Context: an optimization exercise on an open-source flow, tuned for small area and a short achievable clock period. The choices shown serve that exercise and are no tape-out recipe.
At most, simulation tests tie the RTL to the original design; equivalence was not proved.
Power figures rest on the tool's default switching activity, not on a simulated workload.

// alu8_top
module alu8_top(
    input            clk,
    input      [7:0] regA,
    input      [7:0] regB,
    input      [4:0] opcode,
    input      [7:0] flagsIn,
    output reg [7:0] res,
    output reg [7:0] flagsOut
);
Size: ~46 I/O pins.
clock: 6.0 ns
lec_check: 0
cap_margin: 20
core_margin: 2
core_utilization: 40
slew_margin: 20
standard.sh (not shown) runs the stock make flow with config.mk's settings and CLKGATE_MAP_FILE= SYNTH_SCRIPT=/design/flow/synth_recipe.tcl, a recipe that flattens the netlist after the stock synthesis.
==> flow/flow/run.sh <==
#!/bin/bash
# Own layout flow: the standard ORFS flow (standard.sh), with
#  - adder-cell extraction (ADDER_MAP_FILE) off, so ABC maps all logic,
#  - ABC run with flow/abc.script instead of ORFS's abc_speed/abc_area,
#  - port buffers of a chosen cell, and CTS without dummy loads.
# Each tool's output goes to its own log under orfs/logs; make's output
# goes to flow_make.log.
set -o pipefail
HERE=$(pwd)
source "$HERE/flow/settings.sh"
# ORFS synth.tcl with only the ABC script changed
sed "s#log_cmd abc {\*}\$abc_args#log_cmd abc -script $HERE/flow/abc.script {*}[lrange \$abc_args 2 end]#" \
    "$FLOW_HOME/scripts/synth.tcl" > "$HERE/synth_mod.tcl"
grep -q "flow/abc.script" "$HERE/synth_mod.tcl" || { echo "synth.tcl patch failed"; exit 1; }
# The standard flow's synthesis script, sourcing the patched synth.tcl
sed "s#\$::env(SCRIPTS_DIR)/synth.tcl#$HERE/synth_mod.tcl#" synth_recipe.tcl > "$HERE/my_synth.tcl"
grep -q "synth_mod.tcl" "$HERE/my_synth.tcl" || { echo "synth_recipe.tcl patch failed"; exit 1; }
bash standard.sh SYNTH_SCRIPT="$HERE/my_synth.tcl" ADDER_MAP_FILE= \
    "BUFFER_PORTS_ARGS=$BUFFER_PORTS_ARGS" "CTS_ARGS=$CTS_ARGS" $EXTRA finish > flow_make.log 2>&1
==> flow/flow/abc.script <==
strash
dch -f
map -D 1600
topo
stime -c
buffer -c
upsize -D 1600
dnsize -D 1600
==> flow/flow/settings.sh <==
BUFFER_PORTS_ARGS="-buffer_cell sky130_fd_sc_hd__buf_1"
CTS_ARGS="-sink_clustering_enable -repair_clock_nets -dont_use_dummy_load"
EXTRA=""
The first run completed with no timing, DRC or antenna violations.
Rerun with:
==> flow/flow/abc.script (replaced) <==
strash
dch
map -B 0.9
topo
stime -c
buffer -c
upsize -c
dnsize -c
--- a/flow/config.mk
+++ b/flow/config.mk
@@ -10,2 +10,3 @@
 export CORE_UTILIZATION = 40
+export SETUP_SLACK_MARGIN = 3.6
 export SLEW_MARGIN = 20
- The new run completed without violations
- total power climbs by roughly a tenth
- clock-buffer cell count does not change
- global-route usage climbs by 1.8 points
No functional check of the RTL was part of any run of this note.

* * *

## the baseline
alu8_top, a different RTL version from the one above (not shown whole).
Size: roughly 400 cells after synthesis, roughly 46 I/O pins.
## alu8_top
module alu8_top(
    input            clk,
    input      [7:0] regA,
    input      [7:0] regB,
    input      [4:0] opcode,
    input      [7:0] flagsIn,
    output reg [7:0] res,
    output reg [7:0] flagsOut
);
    reg [7:0] regA_q, regB_q, flagsIn_q;
    reg [4:0] opcode_q;
    wire [7:0] res_d, flagsOut_d;
    alu8 u_alu(
        .regA(regA_q),
        .regB(regB_q),
        .opcode(opcode_q),
        .flagsIn(flagsIn_q),
        .res(res_d),
        .flagsOut(flagsOut_d)
    );
    always @(posedge clk) begin
        regA_q    <= regA;
        regB_q    <= regB;
        opcode_q  <= opcode;
        flagsIn_q <= flagsIn;
        res       <= res_d;
        flagsOut  <= flagsOut_d;
    end
endmodule
==> flow/config.mk <==
export PLATFORM = sky130hd
export DESIGN_NAME = alu8_top
export DESIGN_NICKNAME = alu8_top
export VERILOG_FILES = /design/flow/design.v
export SDC_FILE = /design/flow/constraint.sdc
export NUM_CORES = 4
export LEC_CHECK = 0
export CAP_MARGIN = 20
export CORE_MARGIN = 2
export CORE_UTILIZATION = 40
export SETUP_SLACK_MARGIN = 4.2
export SLEW_MARGIN = 20
==> flow/constraint.sdc <==
create_clock -name core_clock -period 6.0 [get_ports {clk}]
set_input_delay 1.2000 -clock core_clock [delete_from_list [all_inputs] [get_ports {clk}]]
set_output_delay 1.2000 -clock core_clock [all_outputs]
set_load 0.01 [all_outputs]
==> flow/flow/run.sh <==
#!/bin/bash
set -o pipefail
bash standard.sh ADDER_MAP_FILE= ABC_AREA=1 "BUFFER_PORTS_ARGS=-buffer_cell sky130_fd_sc_hd__buf_1" finish > flow_make.log 2>&1
The inputs of the candidate differ from those of the baseline as listed below.
Settings: SETUP_SLACK_MARGIN: 4.2 -> unset.
==> comparison <==
The candidate finished every stage and its layout cleared the timing, DRC and antenna checks. For the candidate, the worst setup path startpoint was opcode_q[0], unlike the baseline, where it was res[3]. Summary: with the baseline as the reference, wire length in the candidate moved down by more than 10%. Changes observed in the candidate relative to the baseline: worst-case setup margin in the final layout fell 450 ps; overall power after layout has decreased.
No run of this note included a check of the RTL's function; only the layout flow was run.

* * *

alu8_top, a different RTL version from the one above (not shown whole).
Size in the first run: roughly 360 cells after synthesis, about 36 flip-flops, about 46 I/O pins, roughly 2300 um^2 of cells after synthesis.
Settings: LEC_CHECK=0, CAP_MARGIN=20, CORE_MARGIN=2, CORE_UTILIZATION=40, SETUP_SLACK_MARGIN=3.6, SLEW_MARGIN=20; clock period 6.0 ns.
==> flow/flow/run.sh <==
#!/bin/bash
# Own layout flow: the standard ORFS flow (standard.sh), with
#  - adder-cell extraction (ADDER_MAP_FILE) off, so ABC maps all logic,
#  - ABC run with flow/abc.script instead of ORFS's abc_speed/abc_area,
#  - port buffers of a chosen cell, and CTS without dummy loads.
# Each tool's output goes to its own log under orfs/logs; make's output
# goes to flow_make.log.
set -o pipefail
HERE=$(pwd)
source "$HERE/flow/settings.sh"
# ORFS synth.tcl with only the ABC script changed
sed "s#log_cmd abc {\*}\$abc_args#log_cmd abc -script $HERE/flow/abc.script {*}[lrange \$abc_args 2 end]#" \
    "$FLOW_HOME/scripts/synth.tcl" > "$HERE/synth_mod.tcl"
grep -q "flow/abc.script" "$HERE/synth_mod.tcl" || { echo "synth.tcl patch failed"; exit 1; }
# The standard flow's synthesis script, sourcing the patched synth.tcl
sed "s#\$::env(SCRIPTS_DIR)/synth.tcl#$HERE/synth_mod.tcl#" synth_recipe.tcl > "$HERE/my_synth.tcl"
grep -q "synth_mod.tcl" "$HERE/my_synth.tcl" || { echo "synth_recipe.tcl patch failed"; exit 1; }
bash standard.sh SYNTH_SCRIPT="$HERE/my_synth.tcl" ADDER_MAP_FILE= \
    "BUFFER_PORTS_ARGS=$BUFFER_PORTS_ARGS" "CTS_ARGS=$CTS_ARGS" $EXTRA finish > flow_make.log 2>&1
==> flow/flow/abc.script <==
strash
&get -n
&deepsyn -J 200
&if -g -K 6
&synch2
&put
dch
map -B 0.9
topo
stime -c
buffer -c
upsize -c
dnsize -c
Scripts as last shown in full above: flow/flow/settings.sh
The baseline finished with timing, DRC and antenna clean.
Change:
==> flow/flow/abc.script (replaced) <==
strash
dch -f
map -B 0.9
topo
stime -c
buffer -c
upsize -c
dnsize -c
Effect:
- The new run finished with timing, DRC and antenna clean
- final area decreases by 2.0%
- register-to-register slack is better by 0.07 ns
- via count increases by 10%
- utilization decreases by 4.3 points
- worst setup slack is better by 0.069 ns
- critical path depth increases by 1
- hold slack is worse by 0.086 ns
Change:
==> flow/flow/abc.script (replaced) <==
strash
dch
map -B 0.9
topo
stime -c
buffer -c
upsize -c
dnsize -c
Settings changed: PLACE_DENSITY set to 0.9.
After rerunning: Power climbs slightly; clock-buffer cell count does not change; via count climbs slightly; utilization drops by 1.1 points.
Change:
==> flow/flow/abc.script (replaced) <==
strash
&get -n
&st
&if -g -K 6
&synch2
&put
dch
map -B 0.9
topo
stime -c
buffer -c
upsize -c
dnsize -c
Settings changed: PLACE_DENSITY 0.9 to not set.
Result: Non-clock buffer count grows by 1; power is higher by 0.46%; routed wire length climbs by 2.0%; final cell count came out lower by 4.5%; clock skew hardly moves; clock power stays flat; global-route usage went up by 0.60 points; count of clock-buffer cells in the layout is unchanged.
Change:
==> flow/flow/abc.script (replaced) <==
strash
dch
map -B 0.9
topo
stime -c
buffer -c
upsize -c
dnsize -c
--- a/flow/flow/settings.sh
+++ b/flow/flow/settings.sh
@@ -3 +3,2 @@
 EXTRA=""
+EXTRA="SETUP_MOVE_SEQUENCE=unbuffer,sizeup,swap,buffer"
Settings changed: SETUP_SLACK_MARGIN 3.6 to 3.8.
After rerunning: Final area rises by 8.9%. Non-clock buffer count rises by 14. Total power rises by 3.2%. Register-to-register slack improves by 0.13 ns. Worst setup slack improves by 0.13 ns.

* * *

The RTL this note starts from:
==> flow/design.v <==
`timescale 1ns / 1ns
module alu8_top(
    input            clk,
    input      [7:0] regA,
    input      [7:0] regB,
    input      [4:0] opcode,
    input      [7:0] flagsIn,
    output reg [7:0] res,
    output reg [7:0] flagsOut
);
    reg [7:0] regA_q, regB_q, flagsIn_q;
    reg [4:0] opcode_q;
    wire [7:0] res_d, flagsOut_d;
    alu8 u_alu(
        .regA(regA_q),
        .regB(regB_q),
        .opcode(opcode_q),
        .flagsIn(flagsIn_q),
        .res(res_d),
        .flagsOut(flagsOut_d)
    );
    always @(posedge clk) begin
        regA_q    <= regA;
        regB_q    <= regB;
        opcode_q  <= opcode;
        flagsIn_q <= flagsIn;
        res       <= res_d;
        flagsOut  <= flagsOut_d;
    end
endmodule

`timescale 1ns / 1ns
module alu8(
    input [7:0] regA, regB,
    input [4:0] opcode,
    input [7:0] flagsIn,
    output [7:0] res,
    output [7:0] flagsOut
);
    wire [7:0] A = regA;
    wire [7:0] B = regB;
    wire [4:0] op = opcode;
    wire cin = flagsIn[4];
    wire hin = flagsIn[5];
    wire nin = flagsIn[6];
    wire hi0 = ~op[4] & ~op[3];                         
    wire opAdd   = hi0 & ~op[2] & ~op[1];               
    wire opSub   = hi0 & ~op[2] & op[1];                
    wire opCP    = hi0 & op[2] & ~op[1] & ~op[0];       
    wire opAND   = hi0 & op[2] & ~op[1] & op[0];        
    wire opOR    = hi0 & op[2] & op[1] & ~op[0];        
    wire opXOR   = hi0 & op[2] & op[1] & op[0];         
    wire opRot   = ~op[4] & op[3];                      
    wire hi2 = op[4] & ~op[3];                          
    wire opSLA  = hi2 & (op[2:0] == 3'd0);
    wire opSRx  = hi2 & ~op[2] & (op[1] ^ op[0]);       
    wire opSWAP = hi2 & (op[2:0] == 3'd3);
    wire opBIT  = hi2 & (op[2:0] == 3'd4);
    wire opRES  = hi2 & (op[2:0] == 3'd5);
    wire opSET  = hi2 & (op[2:0] == 3'd6);
    wire opCCF  = hi2 & (op[2:0] == 3'd7);
    wire hi3 = op[4] & op[3];                           
    wire opSCF = hi3 & (op[2:0] == 3'd0);
    wire opDAA = hi3 & (op[2:0] == 3'd1);
    wire opCPL = hi3 & (op[2:0] == 3'd2);
    wire opArith = opAdd | opSub | opCP;
    wire sub     = opSub | opCP;
    wire opLeft  = (opRot & ~op[0]) | opSLA;
    wire opRight = (opRot & op[0]) | opSRx;
    wire daaLo = (~nin & A[3] & (A[2] | A[1])) | hin;
    wire [7:0] dOff = {1'b0, cin, cin, 1'b0, 1'b0, daaLo, daaLo, 1'b0} ^ {8{nin}};
    wire [7:0] bsel = 8'b1 << B[2:0];
    wire yB  = opAdd | opAND | opOR | opXOR;            
    wire yNB = sub;                                     
    wire [7:0] Y = ({8{yB}} & B) | ({8{yNB}} & ~B) | {8{opCPL}}
                 | ({8{opDAA}} & dOff) | ({8{opSET}} & bsel) | ({8{opRES}} & ~bsel);
    wire c0 = (opAdd & op[0] & cin) | (opSub & ~(op[0] & cin)) | opCP | (opDAA & nin);
    wire [7:0] g = A & Y;
    wire [7:0] t = A | Y;
    wire [7:0] p = A ^ Y;
    wire g0 = g[0] | (t[0] & c0);
    wire G10 = g[1] | (t[1] & g0);
    wire G32 = g[3] | (t[3] & g[2]), P32 = t[3] & t[2];
    wire G54 = g[5] | (t[5] & g[4]), P54 = t[5] & t[4];
    wire G76 = g[7] | (t[7] & g[6]), P76 = t[7] & t[6];
    wire G20 = g[2] | (t[2] & G10);
    wire G30 = G32 | (P32 & G10);
    wire G64 = g[6] | (t[6] & G54), P64 = t[6] & P54;
    wire G74 = G76 | (P76 & G54), P74 = P76 & P54;
    wire G40 = g[4] | (t[4] & G30);
    wire G50 = G54 | (P54 & G30);
    wire G60 = G64 | (P64 & G30);
    wire G70 = G74 | (P74 & G30);
    wire [8:0] c = {G70, G60, G50, G40, G30, G20, G10, g0, c0};
    wire [7:0] sum = p ^ c[7:0];
    wire sumZ = &(~(p ^ {t[6:0], c0}));
    wire lbit = ~op[4] & (op[2] ? A[7] : cin);
    wire rbit = op[4] ? (~op[1] & A[7]) : (op[2] ? A[0] : cin);
    wire sumEn = opAdd | opSub | opDAA;
    wire [7:0] other =
          ({8{opAND | opRES}} & g)
        | ({8{opOR | opSET}} & t)
        | ({8{opXOR | opCPL}} & p)
        | ({8{opLeft}} & {A[6:0], lbit})
        | ({8{opRight}} & {rbit, A[7:1]})
        | ({8{opSWAP}} & {A[3:0], A[7:4]});
    assign res = ({8{sumEn}} & sum) | other;
    wire bitZ = ~A[B[2:0]];
    wire otherZEn = opAND | opOR | opXOR | (opRot & ~op[1]) | opSLA | opSRx | opSWAP;
    wire fZ = (opArith & sumZ) | (otherZEn & ~|other) | ((opBIT | opDAA) & bitZ);
    wire fN = sub | opCPL | (opDAA & nin);
    wire fH = (opArith & (c[4] ^ sub)) | opAND | opCPL;
    wire fC = (opArith & (c[8] ^ sub)) | (opLeft & A[7]) | (opRight & A[0]) | (opCCF & ~cin) | opSCF | (opDAA & nin);
    assign flagsOut = {fZ, fN, fH, fC, 4'b0};
endmodule
clock: 6.0 ns
lec_check: 0
cap_margin: 20
core_margin: 2
core_utilization: 40
setup_slack_margin: 3.8
slew_margin: 20
==> flow/flow/abc.script <==
strash
&get -n
&deepsyn -J 200
&put
dch
map -B 0.9
topo
stime -c
buffer -c
upsize -c
dnsize -c
==> flow/flow/settings.sh <==
BUFFER_PORTS_ARGS="-buffer_cell sky130_fd_sc_hd__buf_1"
CTS_ARGS="-sink_clustering_enable -repair_clock_nets -dont_use_dummy_load"
EXTRA=""
Scripts as last shown in full above: flow/flow/run.sh
The first run produced a clean layout.
Edit:
==> flow/run.sh (new file) <==
#!/bin/bash
# synth_recipe.tcl (not shown) runs the flow's synth.tcl, then flattens the netlist and writes it again
# the make line also repeats each setting of config.mk as NAME=value (left out here)
make -C /OpenROAD-flow-scripts/flow DESIGN_CONFIG=/design/flow/config.mk WORK_HOME=/design/flow/orfs CLKGATE_MAP_FILE= SYNTH_SCRIPT=/design/flow/synth_recipe.tcl finish
- ABC_AREA: default -> 1
- SETUP_SLACK_MARGIN: 3.8 -> 3.6
removed: flow/flow/run.sh
removed: flow/flow/abc.script
removed: flow/flow/settings.sh
removed: flow/standard.sh
After rerunning:
- The changed run produced a clean layout
- hold slack hardly moves
- wire length rose by 16%
- via count rose by 11%
- non-clock buffer count fell by 15
- register-to-register slack degrades by 0.36 ns
- cell count rose by 7.1%
Edit:
==> flow/flow/run.sh (new file) <==
#!/bin/bash
# Own layout flow: the standard ORFS flow (standard.sh), with
#  - adder-cell extraction (ADDER_MAP_FILE) off, so ABC maps all logic,
#  - ABC run with flow/abc.script instead of ORFS's abc_speed/abc_area,
#  - port buffers of a chosen cell, and CTS without dummy loads.
# Each tool's output goes to its own log under orfs/logs; make's output
# goes to flow_make.log.
set -o pipefail
HERE=$(pwd)
source "$HERE/flow/settings.sh"
# ORFS synth.tcl with only the ABC script changed
sed "s#log_cmd abc {\*}\$abc_args#log_cmd abc -script $HERE/flow/abc.script {*}[lrange \$abc_args 2 end]#" \
    "$FLOW_HOME/scripts/synth.tcl" > "$HERE/synth_mod.tcl"
grep -q "flow/abc.script" "$HERE/synth_mod.tcl" || { echo "synth.tcl patch failed"; exit 1; }
# The standard flow's synthesis script, sourcing the patched synth.tcl
sed "s#\$::env(SCRIPTS_DIR)/synth.tcl#$HERE/synth_mod.tcl#" synth_recipe.tcl > "$HERE/my_synth.tcl"
grep -q "synth_mod.tcl" "$HERE/my_synth.tcl" || { echo "synth_recipe.tcl patch failed"; exit 1; }
bash standard.sh SYNTH_SCRIPT="$HERE/my_synth.tcl" ADDER_MAP_FILE= \
    "BUFFER_PORTS_ARGS=$BUFFER_PORTS_ARGS" "CTS_ARGS=$CTS_ARGS" $EXTRA finish > flow_make.log 2>&1
==> flow/flow/abc.script (new file) <==
strash
dch
map -B 0.9
topo
stime -c
buffer -c
upsize -c
dnsize -c
==> flow/flow/settings.sh (new file) <==
BUFFER_PORTS_ARGS="-buffer_cell sky130_fd_sc_hd__buf_1"
CTS_ARGS="-sink_clustering_enable -repair_clock_nets -dont_use_dummy_load"
EXTRA=""
==> flow/standard.sh (new file) <==
#!/bin/bash
# synth_recipe.tcl (not shown) runs the flow's synth.tcl, then flattens the netlist and writes it again
# the make line also repeats each setting of config.mk as NAME=value (left out here)
make -C /OpenROAD-flow-scripts/flow DESIGN_CONFIG=/design/flow/config.mk WORK_HOME=/design/flow/orfs CLKGATE_MAP_FILE= SYNTH_SCRIPT=/design/flow/synth_recipe.tcl "${@:-finish}"
- ABC_AREA: 1 -> default
- CORE_UTILIZATION: 40 -> 65
- PLACE_DENSITY: default -> 0.75
removed: flow/run.sh
What happened:
- The changed run produced a clean layout
- cell area decreases by 24%
- routed wire length is lower by 11%
- synthesized area falls by 4.0%

afterwards: timing with drivers on the ports:
How much do the figures lean on ideal ports? The routed layouts below were timed once more, with nothing changed but the port constraints.
Step 1 assumes that a clkbuf_16 drives the clock port and a buf_2 every other input.
Step 2, shift: input delay + t, output delay - t, t = (earliest + latest rising clock arrival at the registers) / 2. This alone moves slack from input paths to output paths.
Slacks: no drivers / after step 1 / after step 2; pairs: no drivers / after step 1.
run	shift t [ns]	setup WS [ns]	worst setup path after step 2	latest minus earliest clock arrival (ns)	worst slew at a driven data input, ns
the first run of note 1	0.309	2.629 / 2.629 / 2.629	register to register	0.011 / 0.011	0.03
the second run of note 1	0.316	3.691 / 3.691 / 3.691	register to register	0.013 / 0.013	0.03
the baseline	0.326	4.067 / 4.037 / 4.074	register to register	0.015 / 0.015	0.03
the candidate	0.324	3.612 / 3.612 / 3.612	register to register	0.013 / 0.013	0.03
the first run of note 3	0.316	3.693 / 3.693 / 3.693	register to register	0.011 / 0.011	0.03
the second run of note 3	0.314	3.761 / 3.761 / 3.761	register to register	0.013 / 0.013	0.03
the third run of note 3	0.312	3.799 / 3.799 / 3.799	register to register	0.018 / 0.018	0.03
the fourth run of note 3	0.308	3.773 / 3.773 / 3.773	register to register	0.017 / 0.017	0.03
the fifth run of note 3	0.314	3.901 / 3.901 / 3.901	register to register	0.002 / 0.002	0.03
the first run of note 4	0.315	3.502 / 3.502 / 3.502	register to register	0.008 / 0.009	0.03
the second run of note 4	0.319	3.141 / 3.141 / 3.141	register to register	0.006 / 0.006	0.03
the third run of note 4	0.306	3.832 / 3.832 / 3.832	register to register	0.012 / 0.012	0.03
After both steps every run listed still meets setup and hold.
